This is an optimization exercise on Yosys and OpenROAD, whose aim is small area, not a production implementation.
Function was checked by simulation only, so behaviour that the tests miss may differ from the original.
No activity file was given, so power comes from the tool's default toggle rates.

==> flow/design.v <==
module taxi_controller(input clk,               
                       input rst_n,             
                       input key_1,             
                       input key_2,             
                       input key_3,             
                       input key_4,             
                       output wire [31:0] digit,
                       output wire [7:0] LED_G,
                       output wire [7:0] LED_Y,
                       output wire [7:0] LED_R);
    localparam [3:0] SP = 4'd10, SR = 4'd11, SC = 4'd12, SE = 4'd13, SM = 4'd14, BL = 4'd15;
    function [6:0] seg;
        input [3:0] s;
        case (s)
            4'd0: seg = 7'b0000001;
            4'd1: seg = 7'b1001111;
            4'd2: seg = 7'b0010010;
            4'd3: seg = 7'b0000110;
            4'd4: seg = 7'b1001100;
            4'd5: seg = 7'b0100100;
            4'd6: seg = 7'b0100000;
            4'd7: seg = 7'b0001111;
            4'd8: seg = 7'b0000000;
            4'd9: seg = 7'b0000100;
            SP:   seg = 7'b0011000;
            SR:   seg = 7'b0001000;
            SC:   seg = 7'b0110001;
            SE:   seg = 7'b0110000;
            SM:   seg = 7'b0001001;
            default: seg = 7'b1111111;
        endcase
    endfunction
    reg occ, mv;
    always @(posedge clk or negedge rst_n)
        if (!rst_n) begin occ <= 1'b0; mv <= 1'b0; end
        else begin occ <= key_1; mv <= key_1 & key_2; end
    wire s_idle = !occ;
    wire s_move = mv;
    wire s_wait = occ & !mv;
    reg [2:0] b0, b1, h2;
    reg a0, a1, q2;
    wire b0_4 = b0[2];
    wire b1_4 = b1[2];
    wire r100 = b0_4 & !a0;
    wire f100 = b0_4 & a0;
    wire c1_9 = b1_4 & a1;
    wire t10  = f100 & b1_4 & !a1;
    wire blink = a1;
    wire s5   = t10 & !q2;
    wire g1   = f100 & c1_9 & !q2 & h2[2];
    always @(posedge clk or negedge rst_n)
        if (!rst_n) begin
            b0 <= 0; a0 <= 0; b1 <= 0; a1 <= 0; h2 <= 0; q2 <= 0;
        end else begin
            b0 <= b0_4 ? 3'd0 : b0 + 3'd1;
            if (b0_4) a0 <= !a0;
            if (f100) begin
                b1 <= b1_4 ? 3'd0 : b1 + 3'd1;
                if (b1_4) a1 <= !a1;
                if (c1_9) begin
                    q2 <= !q2;
                    h2 <= h2[2] ? 3'd0 : h2 + 3'd1;
                end
            end
        end
    reg [2:0] lc;
    always @(posedge clk or negedge rst_n)
        if (!rst_n) lc <= 0;
        else if (g1) lc <= s_move ? lc + 3'd1 : 3'd0;
    genvar gi;
    generate for (gi = 0; gi < 8; gi = gi + 1) begin : g_led
        assign LED_G[gi] = s_move & (lc == gi);
    end endgenerate
    reg [2:0] fc;    
    reg fo;          
    wire fc6 = fc[2] & fc[1];
    always @(posedge clk or negedge rst_n)
        if (!rst_n) begin fc <= 0; fo <= 0; end
        else if (t10) begin
            fo <= s_wait;
            if (s_idle) fc <= 0;
            else if (fo == s_wait) begin if (!fc6) fc <= fc + 3'd1; end
            else fc <= 3'd1;
        end
    assign LED_Y = {8{s_move & (fo | !fc6) & blink}};
    assign LED_R = {8{s_wait & (!fo | !fc6) & blink}};
    reg [2:0] db; reg da;       
    reg [8:0] u;                
    reg [9:0] ct;               
    reg lm;                     
    wire dc9 = da & db[2];
    wire charging = u[8] & u[5] & u[3] & u[2];
    wire ct599 = ct[9] & ct[6] & ct[4] & ct[2] & ct[1] & ct[0];
    always @(posedge clk or negedge rst_n)
        if (!rst_n) begin db <= 0; da <= 0; u <= 0; ct <= 0; lm <= 0; end
        else if (r100) begin
            lm <= s_move;
            if (s_idle) begin db <= 0; da <= 0; u <= 0; ct <= 0; end
            else if (s_move) begin
                db <= db[2] ? 3'd0 : db + 3'd1;
                if (db[2]) da <= !da;
                if (dc9 && !charging) u <= u + 9'd1;
            end else
                ct <= ct599 ? 10'd0 : ct + 10'd1;
        end
    wire step = lm & dc9;           
    wire tunit = !lm & ct599;       
    reg I;       
    reg G;       
    reg [2:0] Rt3, Rt1; reg [3:0] Rt2, Rt0;
    reg [3:0] Rd3, Rd2, Rd1, Rd0;
    reg [3:0] Rp4, Rp3, Rp2; reg [4:0] Rj;
    reg [3:0] St0; reg St1; reg [1:0] Sd; reg [1:0] Sk; reg Stu;
    wire [2:0] Lt3 = G ? Rt3 : 3'd0;
    wire [3:0] Lt2 = G ? Rt2 : 4'd0;
    wire [2:0] Lt1 = G ? Rt1 : {2'b00, St1};
    wire [3:0] Lt0 = G ? Rt0 : St0;
    wire [3:0] Ld3 = G ? Rd3 : 4'd0;
    wire [3:0] Ld2 = G ? Rd2 : 4'd0;
    wire [3:0] Ld1 = G ? Rd1 : 4'd0;
    wire [3:0] Ld0 = G ? Rd0 : {2'b00, Sd};
    wire [3:0] Lp4 = G ? Rp4 : {3'b000, Stu};
    wire [3:0] Lp3f = G ? Rp3 : (Stu ? 4'd0 : 4'd9);           
    wire [3:0] Lp3d = G ? Rp3 : ((Stu | I) ? 4'd0 : 4'd9);     
    wire [3:0] Lp2 = G ? Rp2 : 4'd0;
    wire [4:0] Lj  = G ? Rj : {3'b000, Sk};
    wire active = !s_idle;
    wire t_max = (Lt0 == 9) & (Lt1 == 5) & (Lt2 == 9) & (Lt3 == 5);
    wire ti = s_wait & !t_max;
    wire tc0 = ti & (Lt0 == 9);
    wire tc1 = tc0 & (Lt1 == 5);
    wire tc2 = tc1 & (Lt2 == 9);
    wire [3:0] Nt0 = ti ? (tc0 ? 4'd0 : Lt0 + 4'd1) : Lt0;
    wire [2:0] Nt1 = tc0 ? (tc1 ? 3'd0 : Lt1 + 3'd1) : Lt1;
    wire [3:0] Nt2 = tc1 ? (tc2 ? 4'd0 : Lt2 + 4'd1) : Lt2;
    wire [2:0] Nt3 = tc2 ? Lt3 + 3'd1 : Lt3;
    wire d_max = (Ld0 == 9) & (Ld1 == 9) & (Ld2 == 9) & (Ld3 == 9);
    wire di = active & step & !d_max;
    wire dc0 = di & (Ld0 == 9);
    wire dc1 = dc0 & (Ld1 == 9);
    wire dc2 = dc1 & (Ld2 == 9);
    wire [3:0] Nd0 = di ? (dc0 ? 4'd0 : Ld0 + 4'd1) : Ld0;
    wire [3:0] Nd1 = dc0 ? (dc1 ? 4'd0 : Ld1 + 4'd1) : Ld1;
    wire [3:0] Nd2 = dc1 ? (dc2 ? 4'd0 : Ld2 + 4'd1) : Ld2;
    wire [3:0] Nd3 = dc2 ? Ld3 + 4'd1 : Ld3;
    wire du = active & step & charging;
    wire jc = du & (Lj[1:0] == 2'b00) & (Lj[4:2] != 3'b000);    
    wire [4:0] Nj = du ? ((Lj == 5'd24) ? 5'd0 : Lj + 5'd1) : Lj;
    wire pc2 = jc & (Lp2 == 9);
    wire [3:0] Np2a = jc ? (pc2 ? 4'd0 : Lp2 + 4'd1) : Lp2;
    wire [4:0] p3s = Lp3f + {3'b000, active & tunit} + {3'b000, pc2};
    wire pc3 = (p3s > 9);
    wire [3:0] Np3a = pc3 ? p3s[3:0] - 4'd10 : p3s[3:0];
    wire psat = pc3 & (Lp4 == 9);
    wire [3:0] Np4 = psat ? 4'd9 : (pc3 ? Lp4 + 4'd1 : Lp4);
    wire [3:0] Np3 = psat ? 4'd9 : Np3a;
    wire [3:0] Np2 = psat ? 4'd9 : Np2a;
    wire R_en = f100 & (active ? (G | s5) : (!I & !G));
    always @(posedge clk or negedge rst_n)
        if (!rst_n) begin
            I <= 1'b1; G <= 1'b0;
            Rt3 <= 0; Rt2 <= 0; Rt1 <= 0; Rt0 <= 0;
            Rd3 <= 0; Rd2 <= 0; Rd1 <= 0; Rd0 <= 0;
            Rp4 <= 0; Rp3 <= 0; Rp2 <= 0; Rj <= 0;
            St0 <= 0; St1 <= 0; Sd <= 0; Sk <= 0; Stu <= 0;
        end else if (f100) begin
            I <= s_idle;
            G <= active & (G | s5);
            if (R_en) begin
                Rt3 <= Nt3; Rt2 <= Nt2; Rt1 <= Nt1; Rt0 <= Nt0;
                Rd3 <= Nd3; Rd2 <= Nd2; Rd1 <= Nd1; Rd0 <= Nd0;
                Rp4 <= Np4; Rp3 <= Np3; Rp2 <= Np2; Rj <= Nj;
            end
            if (active) begin
                St0 <= Nt0; St1 <= Nt1[0]; Sd <= Nd0[1:0]; Sk <= Nj[1:0]; Stu <= Np4[0];
            end else begin
                St0 <= 0; St1 <= 0; Sd <= 0; Sk <= 0; Stu <= 0;
            end
        end
    reg [5:0] cnt;
    reg [3:0] ds3, ds2, ds1, ds0;    
    reg dp2, dp1;                    
    reg [1:0] op;                    
    reg [1:0] vt;                    
    reg [3:0] lt;                    
    always @(*) begin
        op = 2'd0; vt = 2'd0; lt = BL;
        case (cnt)
            6'd1: begin op = 1; lt = SP; end
            6'd2: begin op = 1; lt = SR; end
            6'd3: begin op = 1; lt = 4'd1; end
            6'd4: begin op = 1; lt = SC; end
            6'd5: begin op = 1; lt = SE; end
            6'd6, 6'd7, 6'd8: op = 1;
            6'd23: begin op = 1; lt = 4'd7; end
            6'd24: begin op = 1; lt = 4'd1; end
            6'd25: begin op = 1; lt = SM; end
            6'd26: begin op = 1; lt = SE; end
            6'd27, 6'd28, 6'd29: op = 1;
            6'd41: begin op = 1; lt = 4'd0; end
            6'd42: begin op = 1; lt = 4'd1; end
            6'd43: begin op = 1; lt = 4'd5; end
            6'd44: begin op = 1; lt = 4'd7; end
            6'd45, 6'd46, 6'd47: op = 1;
            6'd11, 6'd12, 6'd13, 6'd17, 6'd18, 6'd19: begin op = 2; vt = 1; end
            6'd31, 6'd32, 6'd33, 6'd37, 6'd38, 6'd39: begin op = 2; vt = 2; end
            6'd49, 6'd50, 6'd51, 6'd55, 6'd56, 6'd57: begin op = 2; vt = 3; end
            default: ;
        endcase
    end
    wire [3:0] Kp2 = Rp2;
    always @(posedge clk or negedge rst_n)
        if (!rst_n) begin
            cnt <= 0; ds3 <= BL; ds2 <= BL; ds1 <= BL; ds0 <= BL; dp2 <= 1; dp1 <= 1;
        end else if (s5) begin
            if (active) cnt <= 0;
            else begin
                if (cnt != 6'd58) cnt <= cnt + 6'd1;
                case (op)
                    2'd1: begin
                        ds3 <= (cnt == 6'd44) ? 4'd5 : ds2; ds2 <= ds1; ds1 <= ds0; ds0 <= lt;
                        dp2 <= 1; dp1 <= 1;
                    end
                    2'd2: begin
                        case (vt)
                            2'd1: begin ds3 <= BL; ds2 <= Rp4; ds1 <= Rp3; ds0 <= Kp2; dp2 <= 1; dp1 <= 0; end
                            2'd2: begin ds3 <= {1'b0, Rt3}; ds2 <= Rt2; ds1 <= {1'b0, Rt1}; ds0 <= Rt0; dp2 <= 0; dp1 <= 1; end
                            default: begin ds3 <= Rd3; ds2 <= Rd2; ds1 <= Rd1; ds0 <= Rd0; dp2 <= 0; dp1 <= 1; end
                        endcase
                    end
                    default: begin ds3 <= BL; ds2 <= BL; ds1 <= BL; ds0 <= BL; dp2 <= 1; dp1 <= 1; end
                endcase
            end
        end
    wire [1:0] src = {key_4, key_3};
    wire [3:0] Lp2s = Lp2;
    reg [3:0] ls3, ls2, ls1, ls0;
    reg lp2, lp1;
    always @(*) begin
        case (src)
            2'b01: begin ls3 = BL; ls2 = Lp4; ls1 = Lp3d; ls0 = Lp2s; lp2 = 1; lp1 = 0; end
            2'b10: begin ls3 = {1'b0, Lt3}; ls2 = Lt2; ls1 = {1'b0, Lt1}; ls0 = Lt0; lp2 = 0; lp1 = 1; end
            2'b11: begin ls3 = Ld3; ls2 = Ld2; ls1 = Ld1; ls0 = Ld0; lp2 = 0; lp1 = 1; end
            default: begin ls3 = BL; ls2 = BL; ls1 = BL; ls0 = BL; lp2 = 1; lp1 = 1; end
        endcase
    end
    wire [3:0] y3 = s_idle ? ds3 : ls3;
    wire [3:0] y2 = s_idle ? ds2 : ls2;
    wire [3:0] y1 = s_idle ? ds1 : ls1;
    wire [3:0] y0 = s_idle ? ds0 : ls0;
    assign digit = {seg(y3), 1'b1,
                    seg(y2), s_idle ? dp2 : lp2,
                    seg(y1), s_idle ? dp1 : lp1,
                    seg(y0), 1'b1};
endmodule
==> flow/run.sh <==
#!/bin/bash
# synth_recipe.tcl (not shown) runs the flow's synth.tcl, then flattens the netlist and writes it again
# the make line also repeats each setting of config.mk as NAME=value (left out here)
make -C /OpenROAD-flow-scripts/flow DESIGN_CONFIG=/design/flow/config.mk WORK_HOME=/design/flow/orfs CLKGATE_MAP_FILE= SYNTH_SCRIPT=/design/flow/synth_recipe.tcl finish
==> flow/config.mk <==
export PLATFORM = sky130hd
export DESIGN_NAME = taxi_controller
export DESIGN_NICKNAME = taxi_controller
export VERILOG_FILES = /design/flow/design.v
export SDC_FILE = /design/flow/constraint.sdc
export NUM_CORES = 4
export LEC_CHECK = 0
export CAP_MARGIN = 20
export CORE_MARGIN = 2
export CORE_UTILIZATION = 40
export SLEW_MARGIN = 20
==> flow/constraint.sdc <==
create_clock -name core_clock -period 10.0 [get_ports {clk}]
set_input_delay 2.0000 -clock core_clock [delete_from_list [all_inputs] [get_ports {clk}]]
set_output_delay 2.0000 -clock core_clock [all_outputs]
set_load 0.01 [all_outputs]
==> metrics.csv, run 1 <==
metric,value,unit
status,finished clean,
fin_crit,7670,ps
critPathMaxFanout,21,
slew_headroom,0.326,
die_h,161,um
insertedDiodeCount,0,
p_leak,4.70,nW
place_area,0.0105,mm^2
route.antenna.remaining_nets,0,
cts_hold_buf,0,
seq_area_frac_synth,0.329,
pwr-share-clk,0.457,
r2r_cells,15,
synth_seq_cells,128,
cts-resized-gates,0,
die_x,161,um
clockBufferDepth,2,
wirelength,25400,um
dr_total_vias,8583,
port_buffers,59,
worstSetupPathType,in -> out,
synth_top_area_cell,dfrtp_1,
nets,1270,
ir_drop,0.0868,mV
hold_slack,426,ps
cts_tree,done,
design_area,0.0110,mm^2
startpoint_type,primary input,
rows,57,
combPwrFrac,0.121,
grt.overflow.total,0,
pin_count,62,
endpoint,digit[3],
viasPerCell,5.63,
r2r_setup_slack,5670,ps
drc_errors,0,
hold_viol,0,
htree_levels,4,
yosys_warnings,1,
fillers,2370,
worst_ep_arrival_time,5670,ps
syn-mean-instance-area,8.24,um^2
slew_violations,0,
tightestPinTransition,1010,ps
crit_path_end_kind,output port,
async_flop_share,1.00,
dp_hpwl,17400,um
required,8000,ps
max_freq,130,MHz
cts_setup_buffers,0,
worstReg2RegStart,G,
clock-sinks,128,
powerDensity,120,mW/mm^2
synthTopCellsByArea,"dfrtp_1 (28%), ha_1 (9.6%), o21ai_0 (5.6%), nand2_1 (5.2%), dfstp_2 (5.1%)",
r2r-end,Rp4[3],
dieArea,0.0258,mm^2
antenna_found_initial,0,
grt_first_pass_wirelength,42000,um
seq_power_share,0.422,
setup-tns-final,0,ps
clock_skew,16.1,ps
synth_area,0.00980,mm^2
place.gp.congestion,0.856,
ys_types,82,
syn_inst,1189,
cp-startpoint,key_3,
synth_edf_count,0,
sw_frac_of_total,0.281,
cap_violations,0,
area_growth,12.4,%
synth_top_area_frac,0.278,
clk_pin_slew,60,ps
p_sw,0.371,mW
synth_ff_type,dfrtp_1,
first_pass_iters,5,
grt_max_degree,68,
cts_root_buf,clkbuf_16,
clkLatencyLatePin,440,ps
grt_pass1_vias,8098,
period_share,0.767,
setup_viol,0,
drive_above_1_share,0.0908,
wire_per_inst,16.6,um
numCtsBuffers,17,
grt_setup_unrepaired,no,
drt_iter0_markers,668,
hp-class,reg -> reg,
track_usage,0.200,
p_int,0.947,mW
coreArea,0.0242,mm^2
start_util,0.405,
## cells in the final DEF (no fill, tap or decap), types with 7 or more instances in the layout
master and n:
nand2_1 137, o21ai_0 109, dfrtp_1 107, nor2_1 85, a21oi_1 85, ha_1 75
inv_1 69, clkdlybuf4s50_1 58, nand3_1 38, mux2i_1 26, a31oi_1 24, dfstp_2 19
mux2_2 18, o22ai_1 18, nor3_1 17, clkbuf_16 17, nand4_1 16, nor2b_1 16
a22oi_1 15, nand2b_1 15, and2_1 14, o31ai_1 14, a22o_1 14, a221oi_1 12
nand3b_1 10, xor2_1 10, and3_1 10, buf_4 10, or2_2 7
## critical path, stage by stage
cell             delay, ps
clkdlybuf4s50_1       1050
buf_4                  340
nand2b_1               120
a31oi_1                 90
o32ai_1                730
inv_1                  160
ha_1                   280
o21ai_0                 80
o311ai_0               150
o311a_1                200
clkdlybuf4s50_1        480
## worst min-delay path by stage
stage,start,endpoint,slack (ps),cells past startpoint
2_1_floorplan,b0[0],b0[0],400,1
3_3_place_gp,b0[0],b0[0],420,1
3_5_place_dp,b0[0],b0[0],420,1
4_1_cts,b0[0],b0[0],430,1
5_1_grt,b0[0],b0[0],450,1
6_report,b0[0],b0[0],430,1
## power groups by stage
stage          sequential [mW]  clock [mW]  combinational, mW
2_1_floorplan            0.558           0              0.103
3_3_place_gp             0.564           0              0.158
3_5_place_dp             0.564           0              0.161
4_1_cts                  0.555       0.617              0.161
5_1_grt                  0.560       0.637              0.180
6_report                 0.556       0.603              0.159
## logic make-up (layout without fill, tap and decap cells)
logic type	Yosys count	after routing	share of synthesized area
buffers and inverters	160	171	0.0726
xor gates and xnor gates	14	14	0.0125
and+or+nand+nor	396	396	0.198
adders and majority gates	76	76	0.0978
other	1	2	0.000383
AOI/OAI and AO/OA	369	369	0.240
muxes	45	45	0.0495
DFF	128	128	0.329
## synthesized netlist by cell type, drive strengths merged (13+ instances only)
cell type	n
nor2b	16
nand2	138
nand2b	15
a22oi	15
o31ai	14
mux2	18
ha	75
nand4	16
mux2i	26
and2	14
buf	47
nor3	17
nor2	87
dfstp	19
a22o	14
inv	69
a21oi	88
o22ai	18
o21ai	116
dfrtp	109
a31oi	25
nand3	38
a221oi	13
clkbuf	43
## layer usage
layer	vias up	track usage	share of wire
li1	4262	-	-
met1	4115	0.272	0.47
met2	181	0.336	0.48
met3	25	0.0343	0.038
met4	0	0.0426	0.010
met5	-	0	0
## sequential cells by signal, summed over array words and instances (netlist names), 4 cells and up
name,cells
Rd0,4
Rd1,4
Rd2,4
Rd3,4
Rj,5
Rp2,4
Rp3,4
Rp4,4
Rt0,4
Rt2,4
St0,4
cnt,6
ct,10
ds0,4
ds1,4
ds2,4
ds3,4
u,9
## per-stage QoR
stage,utilization,std cells,power [mW],setup slack (ps)
after CTS,0.456,1525,1.33,2340
after global routing,0.456,1525,1.38,1990
after floorplan,-,1190,0.661,4110
after detailed placement,0.432,1493,0.725,2320
final,0.456,1525,1.32,2330
after global placement,0.432,1493,0.722,2390
## cell type report
class                      instances  area (um^2)  area share
clock buffer                      18          429      0.0390
sequential                       128         3230       0.293
inverter                          70          263      0.0239
multi-input combinational        902         5890       0.534
clock inverter                    14          134      0.0122
timing repair buffer              69          667      0.0605
tap                              324          405      0.0368
==> run 2: changes to the inputs <==
--- a/flow/config.mk
+++ b/flow/config.mk
@@ -5,7 +5,8 @@
 export SDC_FILE = /design/flow/constraint.sdc
 export NUM_CORES = 4
 export LEC_CHECK = 0
+export ABC_AREA = 1
 export CAP_MARGIN = 20
 export CORE_MARGIN = 2
-export CORE_UTILIZATION = 40
+export CORE_UTILIZATION = 65
 export SLEW_MARGIN = 20
==> run 2 against run 1 <==
Against the previous run:
- wire length is 4.5% higher
- synthesized cell count is 18% higher
- still clean on timing, DRC and antenna
- clock skew is 7.4 ps lower
- final cell count is 6.8% higher
- worst hold slack better by 23 ps
- area after synthesis is 0.17% lower
- via count is 9.8% higher
- final area is 1.4% lower
- first-iteration DRC count is 35% higher
- sequential share of layout area is 0.40 points higher
- setup slack better by 760 ps
- sequential cell count stayed put
==> metrics.csv, run 2 <==
metric,value,unit,change
start_util,0.668,,+0.263
nets,1514,,+19%
synth_seq_cells,128,,unchanged
top_regs,"ct x10, u x9, cnt x6",,
synthTopCellsByArea,"dfrtp_1 (28%), nand2_1 (17%), ha_1 (9.6%), inv_1 (7.3%), o21ai_0 (5.4%)",,
synth_top_area_cell,dfrtp_1,,
sw_frac_of_total,0.271,,-0.0103
worstReg2RegStart,occ,,
cap_violations,0,,unchanged
port_buffers,59,,unchanged
syn-mean-instance-area,6.98,um^2,-15%
hp-class,reg -> reg,,
seq_power_share,0.419,,-0.003
clkLatencyLatePin,440,ps,about the same
wire_per_inst,16.3,um,-2.1%
max_freq,145,MHz,+11%
insertedDiodeCount,0,,unchanged
worst_ep_arrival_time,4910,ps,-760 ps
first_pass_iters,5,,unchanged
numCtsBuffers,17,,unchanged
tightestPinTransition,988,ps,-22.3 ps
p_sw,0.346,mW,-6.7%
startpoint_type,primary input,,
synth_top_area_frac,0.279,,+0.000463
clock-sinks,128,,unchanged
combPwrFrac,0.117,,-0.004
htree_levels,4,,unchanged
endpoint,digit[14],,
grt_pass1_vias,8623,,+6.5%
status,finished clean,,
period_share,0.691,,-0.0762
cts_setup_buffers,0,,unchanged
antenna_found_initial,0,,unchanged
slew_headroom,0.341,,+0.0149
crit_path_end_kind,output port,,
r2r_setup_slack,5970,ps,+300 ps
r2r_cells,17,,+2
grt.overflow.total,0,,unchanged
route.antenna.remaining_nets,0,,unchanged
synth_area,0.00979,mm^2,-0.17%
fin_crit,6910,ps,-762 ps
pin_count,62,,unchanged
r2r-end,Rp2[0],,
clockBufferDepth,2,,unchanged
required,8000,ps,about the same
critPathMaxFanout,9,,-57%
p_int,0.931,mW,-1.8%
drive_above_1_share,0.0775,,-0.0132
grt_setup_unrepaired,no,,
synth_edf_count,0,,unchanged
final_cell_mix,"nand2_1 (432), inv_1 (191), dfrtp_1 (109), o21ai_0 (106), nand3_1 (88)",,
seq_area_frac_synth,0.330,,+0.000547
slew_violations,0,,unchanged
clk_pin_slew,60,ps,about the same
place.gp.congestion,0.973,,+14%
pre_cts_slack,3150,ps,+826 ps
drt_iter0_markers,902,,+35%
cts_tree,done,,
setup_viol,0,,unchanged
final_core_util,0.741,,+0.286
async_flop_share,1.00,,unchanged
die_x,127,um,-21%
area_growth,11.0,%,
dieArea,0.0161,mm^2,-38%
dp_hpwl,19100,um,+9.8%
largest_register,ct,,
drc_errors,0,,unchanged
grt_max_degree,78,,+15%
coreArea,0.0146,mm^2,-39%
dr_total_vias,9428,,+9.8%
ir_drop,0.119,mV,+37%
yosys_warnings,1,,unchanged
layout_commonest_cell,nand2_1,,
grt_first_pass_wirelength,43000,um,+2.4%
p_leak,5.45,nW,+16%
syn_inst,1402,,+18%
pwr-share-clk,0.464,,+0.007
cts_root_buf,clkbuf_16,,
hold_viol,0,,unchanged
setup-tns-final,0,ps,unchanged
synthTopCellsByCount,"nand2_1 (432), inv_1 (191), dfrtp_1 (109)",,
track_usage,0.339,,+0.139
ys_types,50,,-39%
largest_reg_flops,10,,unchanged
clock_skew,8.72,ps,-7.39 ps
worstSetupPathType,in -> out,,
rows,44,,-23%
cp-startpoint,key_3,,
yosysMostFrequentCell,nand2_1,,
synth_ff_type,dfrtp_1,,
viasPerCell,5.79,,+2.8%
cts-resized-gates,0,,unchanged
die_h,127,um,-21%
timing.final.ws_setup,3090,ps,+762 ps
powerDensity,118,mW/mm^2,-1.8%
cts_hold_buf,0,,unchanged
wirelength,26500,um,+4.5%
==> run 2: cell count changes in the layout (fill, tap and decap cells not counted), moves of 13 or more <==
cell and delta:
a21oi_1 -31, inv_1 +122, mux2_2 -18, a31oi_1 -19
nand2_1 +295, nand2b_1 -15, mux2i_1 -26, o21ai_1 +14
nor2b_1 -16, nand2_2 +13, nand3_1 +50
==> run 2: critical path, stage by stage <==
cell	delay, ps
clkdlybuf4s50_1	590
nand2_1	170
nand2_2	220
nand4_1	170
o21ai_0	260
inv_1	190
ha_1	220
nand3b_1	170
or2_2	310
nand2_1	70
clkdlybuf4s50_1	540
==> run 2: per-stage QoR <==
step / instance area, um^2 / std cells / power [mW] / hold slack (ps)
3_3_place_gp: 10300 / 1597 / 0.689 / 420
3_5_place_dp: 10300 / 1597 / 0.691 / 445
5_1_grt: 10900 / 1629 / 1.32 / 474
4_1_cts: 10900 / 1629 / 1.27 / 453
6_report: 10900 / 1629 / 1.28 / 449
2_1_floorplan: 9790 / 1403 / 0.629 / 403
==> run 2: how the worst min path moves through the flow <==
stage | slack, ps | cells past startpoint | start | endpoint
after floorplan | 400 | 1 | b0[0] | b0[0]
after global placement | 420 | 1 | b0[0] | b0[0]
after detailed placement | 450 | 1 | b0[0] | b0[0]
after CTS | 450 | 1 | b0[0] | b0[0]
after global routing | 470 | 1 | b0[0] | b0[0]
final | 450 | 1 | b0[0] | b0[0]
==> run 2: power groups by stage <==
stage          sequential, mW  clock [mW]  combinational, mW
5_1_grt                 0.536       0.615              0.166
3_5_place_dp            0.544           0              0.148
3_3_place_gp            0.544           0              0.145
6_report                0.535       0.592              0.149
2_1_floorplan           0.541           0             0.0878
4_1_cts                 0.535       0.591              0.149
==> run 2: final cells by class <==
cell class,count,area [um^2]
clock buffers,20,447
flip-flops and latches,128,3230
repair buffers,63,622
clock inverters,12,111
fillers,1161,3790
inverters,201,754
multi-input cells,1021,5470
well taps,184,230
==> run 2: logic make-up after synthesis <==
| group | Yosys count | share of synthesized area |
|---|---|---|
| compound gates | 246 | 0.146 |
| flops | 128 | 0.330 |
| buf+inv | 254 | 0.112 |
| fa+ha+maj | 76 | 0.0979 |
| other cells | 1 | 0.000383 |
| simple gates | 679 | 0.298 |
| xor+xnor | 18 | 0.0161 |
==> run 2: routing by layer <==
layer | vias to the layer above | share of wire | GRT usage
li1 | 4553 | - | -
met5 | - | 0 | 0
met3 | 65 | 0.077 | 0.0734
met2 | 385 | 0.45 | 0.525
met1 | 4425 | 0.44 | 0.471
met4 | 0 | 0.032 | 0.123

-- what the ideal ports hide --
How much do the figures lean on ideal ports? The routed layouts below were timed once more, with nothing changed but the port constraints.
Step 1 assumes that a clkbuf_16 drives the clock port and a buf_2 every other input.
Step 2 adds t to the input delays and takes it off the output delays; t is the mean of the earliest and latest rising clock arrival at the registers after step 1. Input paths then give back, and output paths get back, about the clock's delay inside the block.
Three values: ideal, step 1, step 2; two values: the first two.
run	shift t [ns]	setup WS [ns]	worst data-port slew with drivers (ns)
run 1	0.476	2.326 / 2.302 / 2.302	0.05
run 2	0.476	3.088 / 3.065 / 3.065	0.04
After both steps every run listed still meets setup and hold. For run 1, which loses most, drivers alone change the setup slack by -0.024 ns; drivers and shift together by -0.024 ns.
